From an optimization exercise on the open Yosys and OpenROAD flow, aimed at small area and a short achievable clock period; shortcuts taken in it are not production practice.
No functional check of the RTL was part of any run shown here.
Power is estimated from default activity; no workload was simulated.

==> flow/design.v, too long to show whole: its modules and the start of the top module <==
// module Convolution_with_pipeline: 2326 lines
// module cv_fa: 4 lines
// module cv_g: 3 lines
// module cv_p: 3 lines
module Convolution_with_pipeline(clk, rst_n, in_valid, weight_valid, In_IFM_1, In_IFM_2, In_IFM_3, In_IFM_4, In_IFM_5, In_IFM_6, In_IFM_7, In_IFM_8, In_IFM_9, In_Weight_1, In_Weight_2, In_Weight_3, In_Weight_4, In_Weight_5, In_Weight_6, In_Weight_7, In_Weight_8, In_Weight_9, out_valid, Out_OFM);
  // ...
==> flow/flow/run.sh <==
#!/bin/bash
# The standard layout, with plain buffers on the ports instead of the
# delay cells buffer_ports picks by default. Each tool's log stays in orfs/logs;
# make's own output goes to standard.log.
set -euo pipefail
export BUFFER_PORTS_ARGS="-buffer_cell sky130_fd_sc_hd__buf_2"
export CTS_ARGS="-sink_clustering_enable -repair_clock_nets -dont_use_dummy_load -sink_clustering_size 20 -sink_clustering_max_diameter 100"
bash standard.sh > standard.log 2>&1
==> flow/standard.sh <==
#!/bin/bash
# synth_recipe.tcl (not shown) runs the flow's synth.tcl, then flattens the netlist and writes it again
# the make line also repeats each setting of config.mk as NAME=value (left out here)
make -C /OpenROAD-flow-scripts/flow DESIGN_CONFIG=/design/flow/config.mk WORK_HOME=/design/flow/orfs CLKGATE_MAP_FILE= SYNTH_SCRIPT=/design/flow/synth_recipe.tcl "${@:-finish}"
==> flow/config.mk <==
export PLATFORM = sky130hd
export DESIGN_NAME = Convolution_with_pipeline
export DESIGN_NICKNAME = Convolution_with_pipeline
export VERILOG_FILES = /design/flow/design.v
export SDC_FILE = /design/flow/constraint.sdc
export NUM_CORES = 4
export LEC_CHECK = 0
export CAP_MARGIN = 20
export CORE_MARGIN = 2
export CORE_UTILIZATION = 60
export PLACE_DENSITY = 0.75
export SETUP_SLACK_MARGIN = 2.3
export SLEW_MARGIN = 20
export SYNTH_HIERARCHICAL = 1
==> flow/constraint.sdc <==
create_clock -name core_clock -period 5.0 [get_ports {clk}]
set_input_delay 1.0000 -clock core_clock [delete_from_list [all_inputs] [get_ports {clk}]]
set_output_delay 1.0000 -clock core_clock [all_outputs]
set_load 0.01 [all_outputs]
==> flow_summary.ini, run 1 <==
[run_status]
outcome = timing/DRC/antenna clean

[synthesis]
yosysTopAreaCell = fa_1
synthXorXnorAreaFrac_pct = 1.24
yosysSeqAreaShare_pct = 36.6
netlist_top_cells_area = fa_1 46%, dfxtp_1 36%, nand2_1 9.2%
async_reset_ff_share_pct = 0.683

[finish]
multiInputGateArea_um2 = 15700
finish.utilization_pct = 67.8
seqCellArea_um2 = 8810
nonClkBufAreaFrac_pct = 3.79
clk_share_pct = 2.33
layout_commonest_cell = fa_1
nMultiInputCombCells = 1353

[job]
cap_violations = 0

[drt]
wl_met1_mm = 26.6
vias_per_cell = 5.73
drtIter0Drc = 1141
highest_layer = met4

[pwr]
p_int_mw = 12.0
sw_frac_of_total_pct = 42.3
seqPwrFrac_pct = 28.1
switching_power_mw = 8.76

[timing]
hold_ws_ns = 0.206
min_period_ns = 3.75
tightest_slew_ns = 0.558

[clock_tree]
cts_buffers = 25
cts_root_buf = clkbuf_16
cts_htree_levels = 1
cts.sinks = 439
clock_path_buffers = 3

[grt]
grt_use_met1_pct = 46.4
met3_usage_pct = 5.34

[setup_path]
critPathRequiredTime_ns = 4.00
max_stage_delay_ns = 0.33
worstSetupStartpointType = flip-flop

[placed_design]
post-dp-hpwl_mm = 54.2

[floorplanning]
start_util_pct = 60.7
==> inputs of run 2 (changes only) <==
--- a/flow/design.v
+++ b/flow/design.v
@@ -609,32 +609,37 @@
 wire G1164, P1165;
 wire G1166, P1167;
 wire G1168, P1169;
 wire G1170, P1171;
 wire G1172, P1173;
 wire G1174, P1175;
 wire G1176, P1177;
 wire G1178, P1179;
-wire g1181, p1182;
-wire g1183, p1184;
-wire g1185, p1186;
-wire g1187, p1188;
-wire g1189, p1190;
+wire x1180;
+wire x1181;
+wire x1182;
+wire x1183;
+wire x1184;
+wire x1185;
+wire x1186;
+wire x1187;
+wire x1188;
+wire x1189;
 wire g1191, p1192;
 wire g1193, p1194;
 wire g1195, p1196;
 wire g1197, p1198;
 wire g1199, p1200;
-wire g1201;
-wire G1202, P1203;
-wire G1204, P1205;
-wire G1206, P1207;
-wire G1208, P1209;
-wire G1210, P1211;
+wire g1201, p1202;
+wire g1203, p1204;
+wire g1205, p1206;
+wire g1207, p1208;
+wire g1209, p1210;
+wire g1211;
 wire G1212, P1213;
 wire G1214, P1215;
 wire G1216, P1217;
 wire G1218, P1219;
 wire G1220, P1221;
 wire G1222, P1223;
 wire G1224, P1225;
 wire G1226, P1227;
@@ -645,16 +650,31 @@
 wire G1236, P1237;
 wire G1238, P1239;
 wire G1240, P1241;
 wire G1242, P1243;
 wire G1244, P1245;
 wire G1246, P1247;
 wire G1248, P1249;
 wire G1250, P1251;
+wire G1252, P1253;
+wire G1254, P1255;
+wire G1256, P1257;
+wire G1258, P1259;
+wire G1260, P1261;
+wire x1262;
+wire x1263;
+wire x1264;
+wire x1265;
+wire x1266;
+wire x1267;
+wire x1268;
+wire x1269;
+wire x1270;
+wire x1271;
 reg [7:0] w0, w1, w2, w3, w4, w5, w6, w7, w8;
 always @(posedge clk) if (weight_valid) begin
   w0 <= In_Weight_1;
   w1 <= In_Weight_2;
   w2 <= In_Weight_3;
   w3 <= In_Weight_4;
   w4 <= In_Weight_5;
   w5 <= In_Weight_6;
@@ -2216,17 +2236,27 @@
 assign G1172 = G1158 | (P1159 & G1150);
 assign P1173 = P1159 & P1151;
 assign G1174 = G1168 | (P1169 & g1100);
 assign P1175 = P1169 & p1101;
 assign G1176 = G1170 | (P1171 & G1122);
 assign P1177 = P1171 & P1123;
 assign G1178 = G1172 | (P1173 & G1142);
 assign P1179 = P1173 & P1143;
-wire [10:0] lo1099 = {(p1121 ^ G1176), (p1119 ^ G1174), (p1117 ^ G1166), (p1115 ^ G1164), (p1113 ^ G1162), (p1111 ^ G1160), (p1109 ^ G1144), (p1107 ^ G1142), (p1105 ^ G1122), (p1103 ^ g1100), p1101};
+cv_x ux1180 (.a(p1103), .b(g1100), .y(x1180));
+cv_x ux1181 (.a(p1105), .b(G1122), .y(x1181));
+cv_x ux1182 (.a(p1107), .b(G1142), .y(x1182));
+cv_x ux1183 (.a(p1109), .b(G1144), .y(x1183));
+cv_x ux1184 (.a(p1111), .b(G1160), .y(x1184));
+cv_x ux1185 (.a(p1113), .b(G1162), .y(x1185));
+cv_x ux1186 (.a(p1115), .b(G1164), .y(x1186));
+cv_x ux1187 (.a(p1117), .b(G1166), .y(x1187));
+cv_x ux1188 (.a(p1119), .b(G1174), .y(x1188));
+cv_x ux1189 (.a(p1121), .b(G1176), .y(x1189));
+wire [10:0] lo1099 = {x1189, x1188, x1187, x1186, x1185, x1184, x1183, x1182, x1181, x1180, p1101};
 reg [24:0] r3;
 always @(posedge clk) begin
   r3[0] <= lo1099[0];
   r3[1] <= lo1099[1];
   r3[2] <= lo1099[2];
   r3[3] <= lo1099[3];
   r3[4] <= lo1099[4];
   r3[5] <= lo1099[5];
@@ -2245,92 +2275,105 @@
   r3[18] <= s1097;
   r3[19] <= c1098;
   r3[20] <= s1085;
   r3[21] <= s1087;
   r3[22] <= s1091;
   r3[23] <= s1093;
   r3[24] <= c1094;
 end
-cv_g ug1181 (.an(r3[11]), .bn(r3[20]), .g(g1181));
-cv_p up1182 (.an(r3[11]), .bn(r3[20]), .p(p1182));
-cv_g ug1183 (.an(r3[12]), .bn(r3[21]), .g(g1183));
-cv_p up1184 (.an(r3[12]), .bn(r3[21]), .p(p1184));
-cv_g ug1185 (.an(r3[13]), .bn(1'b1), .g(g1185));
-cv_p up1186 (.an(r3[13]), .bn(1'b1), .p(p1186));
-cv_g ug1187 (.an(r3[14]), .bn(r3[22]), .g(g1187));
-cv_p up1188 (.an(r3[14]), .bn(r3[22]), .p(p1188));
-cv_g ug1189 (.an(r3[15]), .bn(r3[23]), .g(g1189));
-cv_p up1190 (.an(r3[15]), .bn(r3[23]), .p(p1190));
-cv_g ug1191 (.an(r3[16]), .bn(r3[24]), .g(g1191));
-cv_p up1192 (.an(r3[16]), .bn(r3[24]), .p(p1192));
-cv_g ug1193 (.an(r3[17]), .bn(1'b1), .g(g1193));
-cv_p up1194 (.an(r3[17]), .bn(1'b1), .p(p1194));
-cv_g ug1195 (.an(r3[18]), .bn(1'b1), .g(g1195));
-cv_p up1196 (.an(r3[18]), .bn(1'b1), .p(p1196));
-cv_g ug1197 (.an(r3[19]), .bn(1'b1), .g(g1197));
-cv_p up1198 (.an(r3[19]), .bn(1'b1), .p(p1198));
-cv_g ug1199 (.an(1'b1), .bn(1'b1), .g(g1199));
-cv_p up1200 (.an(1'b1), .bn(1'b1), .p(p1200));
-assign g1201 = g1181 | (p1182 & r3[10]);
-assign G1202 = g1183 | (p1184 & g1201);
-assign P1203 = p1184 & p1182;
-assign G1204 = g1185 | (p1186 & g1183);
-assign P1205 = p1186 & p1184;
-assign G1206 = g1187 | (p1188 & g1185);
-assign P1207 = p1188 & p1186;
-assign G1208 = g1189 | (p1190 & g1187);
-assign P1209 = p1190 & p1188;
-assign G1210 = g1191 | (p1192 & g1189);
-assign P1211 = p1192 & p1190;
-assign G1212 = g1193 | (p1194 & g1191);
+cv_g ug1191 (.an(r3[11]), .bn(r3[20]), .g(g1191));
+cv_p up1192 (.an(r3[11]), .bn(r3[20]), .p(p1192));
+cv_g ug1193 (.an(r3[12]), .bn(r3[21]), .g(g1193));
+cv_p up1194 (.an(r3[12]), .bn(r3[21]), .p(p1194));
+cv_g ug1195 (.an(r3[13]), .bn(1'b1), .g(g1195));
+cv_p up1196 (.an(r3[13]), .bn(1'b1), .p(p1196));
+cv_g ug1197 (.an(r3[14]), .bn(r3[22]), .g(g1197));
+cv_p up1198 (.an(r3[14]), .bn(r3[22]), .p(p1198));
+cv_g ug1199 (.an(r3[15]), .bn(r3[23]), .g(g1199));
+cv_p up1200 (.an(r3[15]), .bn(r3[23]), .p(p1200));
+cv_g ug1201 (.an(r3[16]), .bn(r3[24]), .g(g1201));
+cv_p up1202 (.an(r3[16]), .bn(r3[24]), .p(p1202));
+cv_g ug1203 (.an(r3[17]), .bn(1'b1), .g(g1203));
+cv_p up1204 (.an(r3[17]), .bn(1'b1), .p(p1204));
+cv_g ug1205 (.an(r3[18]), .bn(1'b1), .g(g1205));
+cv_p up1206 (.an(r3[18]), .bn(1'b1), .p(p1206));
+cv_g ug1207 (.an(r3[19]), .bn(1'b1), .g(g1207));
+cv_p up1208 (.an(r3[19]), .bn(1'b1), .p(p1208));
+cv_g ug1209 (.an(1'b1), .bn(1'b1), .g(g1209));
+cv_p up1210 (.an(1'b1), .bn(1'b1), .p(p1210));
+assign g1211 = g1191 | (p1192 & r3[10]);
+assign G1212 = g1193 | (p1194 & g1211);
 assign P1213 = p1194 & p1192;
 assign G1214 = g1195 | (p1196 & g1193);
 assign P1215 = p1196 & p1194;
 assign G1216 = g1197 | (p1198 & g1195);
 assign P1217 = p1198 & p1196;
 assign G1218 = g1199 | (p1200 & g1197);
 assign P1219 = p1200 & p1198;
-assign G1220 = G1204 | (P1205 & g1201);
-assign P1221 = P1205 & p1182;
-assign G1222 = G1206 | (P1207 & G1202);
-assign P1223 = P1207 & P1203;
-assign G1224 = G1208 | (P1209 & G1204);
-assign P1225 = P1209 & P1205;
-assign G1226 = G1210 | (P1211 & G1206);
-assign P1227 = P1211 & P1207;
-assign G1228 = G1212 | (P1213 & G1208);
-assign P1229 = P1213 & P1209;
-assign G1230 = G1214 | (P1215 & G1210);
-assign P1231 = P1215 & P1211;
+assign G1220 = g1201 | (p1202 & g1199);
+assign P1221 = p1202 & p1200;
+assign G1222 = g1203 | (p1204 & g1201);
+assign P1223 = p1204 & p1202;
+assign G1224 = g1205 | (p1206 & g1203);
+assign P1225 = p1206 & p1204;
+assign G1226 = g1207 | (p1208 & g1205);
+assign P1227 = p1208 & p1206;
+assign G1228 = g1209 | (p1210 & g1207);
+assign P1229 = p1210 & p1208;
+assign G1230 = G1214 | (P1215 & g1211);
+assign P1231 = P1215 & p1192;
 assign G1232 = G1216 | (P1217 & G1212);
 assign P1233 = P1217 & P1213;
 assign G1234 = G1218 | (P1219 & G1214);
 assign P1235 = P1219 & P1215;
-assign G1236 = G1224 | (P1225 & g1201);
-assign P1237 = P1225 & p1182;
-assign G1238 = G1226 | (P1227 & G1202);
-assign P1239 = P1227 & P1203;
-assign G1240 = G1228 | (P1229 & G1220);
-assign P1241 = P1229 & P1221;
-assign G1242 = G1230 | (P1231 & G1222);
-assign P1243 = P1231 & P1223;
-assign G1244 = G1232 | (P1233 & G1224);
-assign P1245 = P1233 & P1225;
-assign G1246 = G1234 | (P1235 & G1226);
-assign P1247 = P1235 & P1227;
-assign G1248 = G1244 | (P1245 & g1201);
-assign P1249 = P1245 & p1182;
-assign G1250 = G1246 | (P1247 & G1202);
-assign P1251 = P1247 & P1203;
-wire [9:0] hi1180 = {(p1200 ^ G1248), (p1198 ^ G1242), (p1196 ^ G1240), (p1194 ^ G1238), (p1192 ^ G1236), (p1190 ^ G1222), (p1188 ^ G1220), (p1186 ^ G1202), (p1184 ^ g1201), (p1182 ^ r3[10])};
-assign Out_OFM = {1'b0, {hi1180, r3[9], r3[8], r3[7], r3[6], r3[5], r3[4], r3[3], r3[2], r3[1], r3[0]}};
+assign G1236 = G1220 | (P1221 & G1216);
+assign P1237 = P1221 & P1217;
+assign G1238 = G1222 | (P1223 & G1218);
+assign P1239 = P1223 & P1219;
+assign G1240 = G1224 | (P1225 & G1220);
+assign P1241 = P1225 & P1221;
+assign G1242 = G1226 | (P1227 & G1222);
+assign P1243 = P1227 & P1223;
+assign G1244 = G1228 | (P1229 & G1224);
+assign P1245 = P1229 & P1225;
+assign G1246 = G1234 | (P1235 & g1211);
+assign P1247 = P1235 & p1192;
+assign G1248 = G1236 | (P1237 & G1212);
+assign P1249 = P1237 & P1213;
+assign G1250 = G1238 | (P1239 & G1230);
+assign P1251 = P1239 & P1231;
+assign G1252 = G1240 | (P1241 & G1232);
+assign P1253 = P1241 & P1233;
+assign G1254 = G1242 | (P1243 & G1234);
+assign P1255 = P1243 & P1235;
+assign G1256 = G1244 | (P1245 & G1236);
+assign P1257 = P1245 & P1237;
+assign G1258 = G1254 | (P1255 & g1211);
+assign P1259 = P1255 & p1192;
+assign G1260 = G1256 | (P1257 & G1212);
+assign P1261 = P1257 & P1213;
+cv_x ux1262 (.a(p1192), .b(r3[10]), .y(x1262));
+cv_x ux1263 (.a(p1194), .b(g1211), .y(x1263));
+cv_x ux1264 (.a(p1196), .b(G1212), .y(x1264));
+cv_x ux1265 (.a(p1198), .b(G1230), .y(x1265));
+cv_x ux1266 (.a(p1200), .b(G1232), .y(x1266));
+cv_x ux1267 (.a(p1202), .b(G1246), .y(x1267));
+cv_x ux1268 (.a(p1204), .b(G1248), .y(x1268));
+cv_x ux1269 (.a(p1206), .b(G1250), .y(x1269));
+cv_x ux1270 (.a(p1208), .b(G1252), .y(x1270));
+cv_x ux1271 (.a(p1210), .b(G1258), .y(x1271));
+wire [9:0] hi1190 = {x1271, x1270, x1269, x1268, x1267, x1266, x1265, x1264, x1263, x1262};
+assign Out_OFM = {1'b0, {hi1190, r3[9], r3[8], r3[7], r3[6], r3[5], r3[4], r3[3], r3[2], r3[1], r3[0]}};
 endmodule
 module cv_fa(input a, input b, input c, output s, output co);
 assign s = a ^ b ^ c;
 assign co = (a & b) | (a & c) | (b & c);
 endmodule
 module cv_g(input an, input bn, output g);
 assign g = ~(an | bn);
 endmodule
 module cv_p(input an, input bn, output p);
 assign p = an ^ bn;
 endmodule
+module cv_x(input a, input b, output y);
+assign y = a ^ b;
+endmodule
==> flow/config.mk (replaced) <==
export PLATFORM = sky130hd
export DESIGN_NAME = Convolution_with_pipeline
export DESIGN_NICKNAME = Convolution_with_pipeline
export VERILOG_FILES = /design/flow/design.v
export SDC_FILE = /design/flow/constraint.sdc
export NUM_CORES = 4
export LEC_CHECK = 0
export ABC_CLOCK_PERIOD_IN_PS = 1000
export CAP_MARGIN = 20
export CORE_MARGIN = 2
export CORE_UTILIZATION = 60
export PLACE_DENSITY = 0.75
export SETUP_SLACK_MARGIN = 2.3
export SLEW_MARGIN = 20
export SYNTH_HIERARCHICAL = 1
==> run 2 against run 1 <==
Against the previous run:
- register-to-register slack improved by 0.24 ns
- sequential share of layout area grew 0.45 points
- cell area fell by 1.4%
- utilization is 0.77 points lower
- combinational power is 12% lower
- clock power about the same
- largest power group unchanged
==> flow_summary.ini, run 2 <==
[timing]
fin_setup_tns_ns = 0
fin_ws_ns = 1.56
hold_viol_final = 0
period_share_pct = 68.7
rsz0062_at_grt = yes
min_period_ns = 3.44
setup_viol = 0
final_max_slew_viol_count = 0
finalClockSkew_ns = 0.0254
max_freq_mhz = 291

[clock_tree]
cts_root_buf = clkbuf_16
cts.sinks = 439
clkTransAtPathRegs_ns = 0.09
cts_buffers = 25
cts_htree_levels = 1
clk_latency_ns = 0.57
cts_tree = yes
clock_path_buffers = 3

[placed_design]
place_ws_ns = 1.50
place_congestion = 0.913
post-dp-hpwl_mm = 52.6
io_buffers = 168

[drt]
drt-total-wl_mm = 63.7
drtIter0Drc = 1084
vias_per_cell = 5.64
dr.pass1.iters = 5
drc = 0
wire_per_inst_um = 25.5
vias = 14100
antenna_left = 0

[synthesis]
yosys.area_share.simple_pct = 9.50
synth.most_common_cell = nand2_1
synthAdderAreaFrac_pct = 45.9
ys_top_cells_by_count = 577 x nand2_1, 549 x fa_1, 436 x dfxtp_1, 72 x buf_1, 72 x mux2_2
yosysSeqAreaShare_pct = 36.8
synth-compound-area-share_pct = 0.951
ys.warnings.count = 7
yosysTopAreaCell = fa_1
ys_ff_latch = 439
synth.area.mux_share_pct = 3.39
synth_top_flop_cell = dfxtp_1
synth_edf_count = 0
syn-cell-area_um2 = 23900
synthXorXnorAreaFrac_pct = 1.50
netlist_top_cells_area = fa_1 46%, dfxtp_1 36%, nand2_1 9.0%
synth.distinct_cells = 26
avgSynthCellArea_um2 = 13.0
synth_top_family_by_area = adder cells
syn_inst = 1839
synth_top_area_share_pct = 45.9
async_reset_ff_share_pct = 0.683

[grt]
grt_pass1_vias = 15900
grt_start_max_net_pins = 23
grt_overflow = 0
grt_util_all_layers_pct = 32.5
grt_first_pass_wirelength_mm = 96.6
antenna_found_initial = 3

[worst_hold_path]
hold_class = in2async

[run_status]
outcome = timing/DRC/antenna clean

[finish]
reg_top3 = r1: 256 flops, r2: 83 flops, r3: 25 flops
area_growth_pct = 10.7
largest_reg_flops = 256
layout_common_cells = 529 x fa_1, 454 x nand2_1, 429 x dfxtp_1
top_register = r1
final_nets = 2667
finish.utilization_pct = 67.1
drive_above_1_share_pct = 22.3
layout_commonest_cell = fa_1

[floorplanning]
die_h_um = 204
io_pins = 170
start_util_pct = 60.6
die_x_um = 204
num_rows = 73
die_area_um2 = 41500
core-area_um2 = 39500

[setup_path]
critPathCaptureType = output pin
worstSetupStartpointType = flip-flop
arrival_ns = 2.44
crit_type = reg2out
critPathRequiredTime_ns = 4.00
critPathMaxFanout = 3

[pwr]
p_leak_nw = 10.1
irDropWorstVdd_mv = 0.745
powerDensity_nw_per_um2 = 721

[job]
cap_violations = 0
==> run 2: worst paths after layout <==
check	startpoint	to	slack, ns	cells past startpoint
max in group asynchronous	rst_n	v3	4.67	1
worst max register to register	r2[11]	r3[9]	1.84	10
worst max-delay path	r3[11]	Out_OFM[17]	1.56	8
worst min-delay path	rst_n	v1	0.21	1
worst min register to register	r1[4]	r2[1]	0.34	0
min in group core_clock	r1[4]	r2[1]	0.34	0
==> run 2: cells by family after synthesis <==
| group | after synthesis |
|---|---|
| AND/OR/NAND/NOR | 603 |
| adder cells (fa/ha/maj) | 549 |
| flip-flops | 439 |
| buffers and inverters | 103 |
| multiplexers | 72 |
| XOR/XNOR | 41 |
| AO/OA/AOI/OAI | 30 |
| other | 2 |
==> run 2: critical path, cell delays in order, from the launching register on <==
cell,delay [ns]
dfxtp_2,0.34
xor2_2,0.19
a211oi_2,0.21
nor2_2,0.05
buf_6,0.14
o41a_1,0.37
a31o_1,0.25
xor2_1,0.17
buf_2,0.16
==> run 2: metrics by stage <==
stage                     instances  cell area, µm²  total power [mW]  hold slack (ns)
after floorplan                1864           24800              13.1            0.310
after global placement         2458           25700              16.2            0.315
after detailed placement       2458           25700              16.7            0.325
after CTS                      2490           26500              19.0            0.200
after global routing           2494           26500              20.7            0.200
final                          2494           26500              19.1            0.215
==> run 2: final cells by class <==
type                    count  area, µm²
multi-input cells        1322      15400
inverters                   2       7.51
diodes                      1       2.50
well taps                 525        657
fillers                  2830      13000
clock buffers              25        626
repair buffers            180        992
flip-flops and latches    439       8810
==> run 2: where the power goes <==
group / switching [mW] / leakage [nW] / internal (mW)
Combinational: 5.93 / 6.07 / 5.39
Clock: 1.14 / 0.308 / 0.889
Sequential: 0.802 / 3.69 / 4.96
==> run 2: what timing repair did <==
| action | in CTS | in global routing |
|---|---|---|
| endpoints found under the setup margin | 103 | 19 |
| cloned | 1 | 0 |
| pin swaps | 17 | 8 |
| buffers inserted | 6 | 3 |
| hold endpoints to repair | 0 | 0 |
| hold buffers | 0 | 0 |
| gates resized for setup | 22 | 7 |
==> run 2: per-layer routing <==
layer | global-route usage, % | vias up | part of all wire [%]
met3 | 5.54 | 129 | 8.3
met2 | 54.8 | 705 | 50
li1 | - | 5779 | -
met5 | 0 | - | 0.042
met1 | 42.7 | 7453 | 37
met4 | 12.2 | 4 | 4.6
==> run 2: modules after synthesis, one instance, submodules excluded <==
module	times used	cells inside	flip-flops and latches
Convolution_with_pipeline	1	1230	439
cv_fa	549	1	0
cv_p	21	1	0
cv_x	20	1	0
cv_g	19	1	0

## afterwards: timing with drivers on the ports
In the flow no input, the clock included, has a driving cell. The finished layouts below were timed again as built, in two steps.
Step 1 assumes that a clkbuf_16 drives the clock port and a buf_2 every other input.
Step 2 adds t to the input delays and takes it off the output delays; t is the mean of the earliest and latest rising clock arrival at the registers after step 1. Input paths then give back, and output paths get back, about the clock's delay inside the block.
a / b / c = ideal ports / drivers / drivers and shift; a / b = the first two.
| run | t (ns) | slack for setup (ns) | slew at the worst register clock pin (ns) | cell pins on the clock port's net |
|---|---|---|---|---|
| run 1 | 0.623 | 1.253 / 1.199 / 1.602 | 0.09 / 0.09 | 1 |
| run 2 | 0.611 | 1.564 / 1.508 / 1.675 | 0.09 / 0.09 | 1 |
After both steps setup and hold are still met in every run listed.
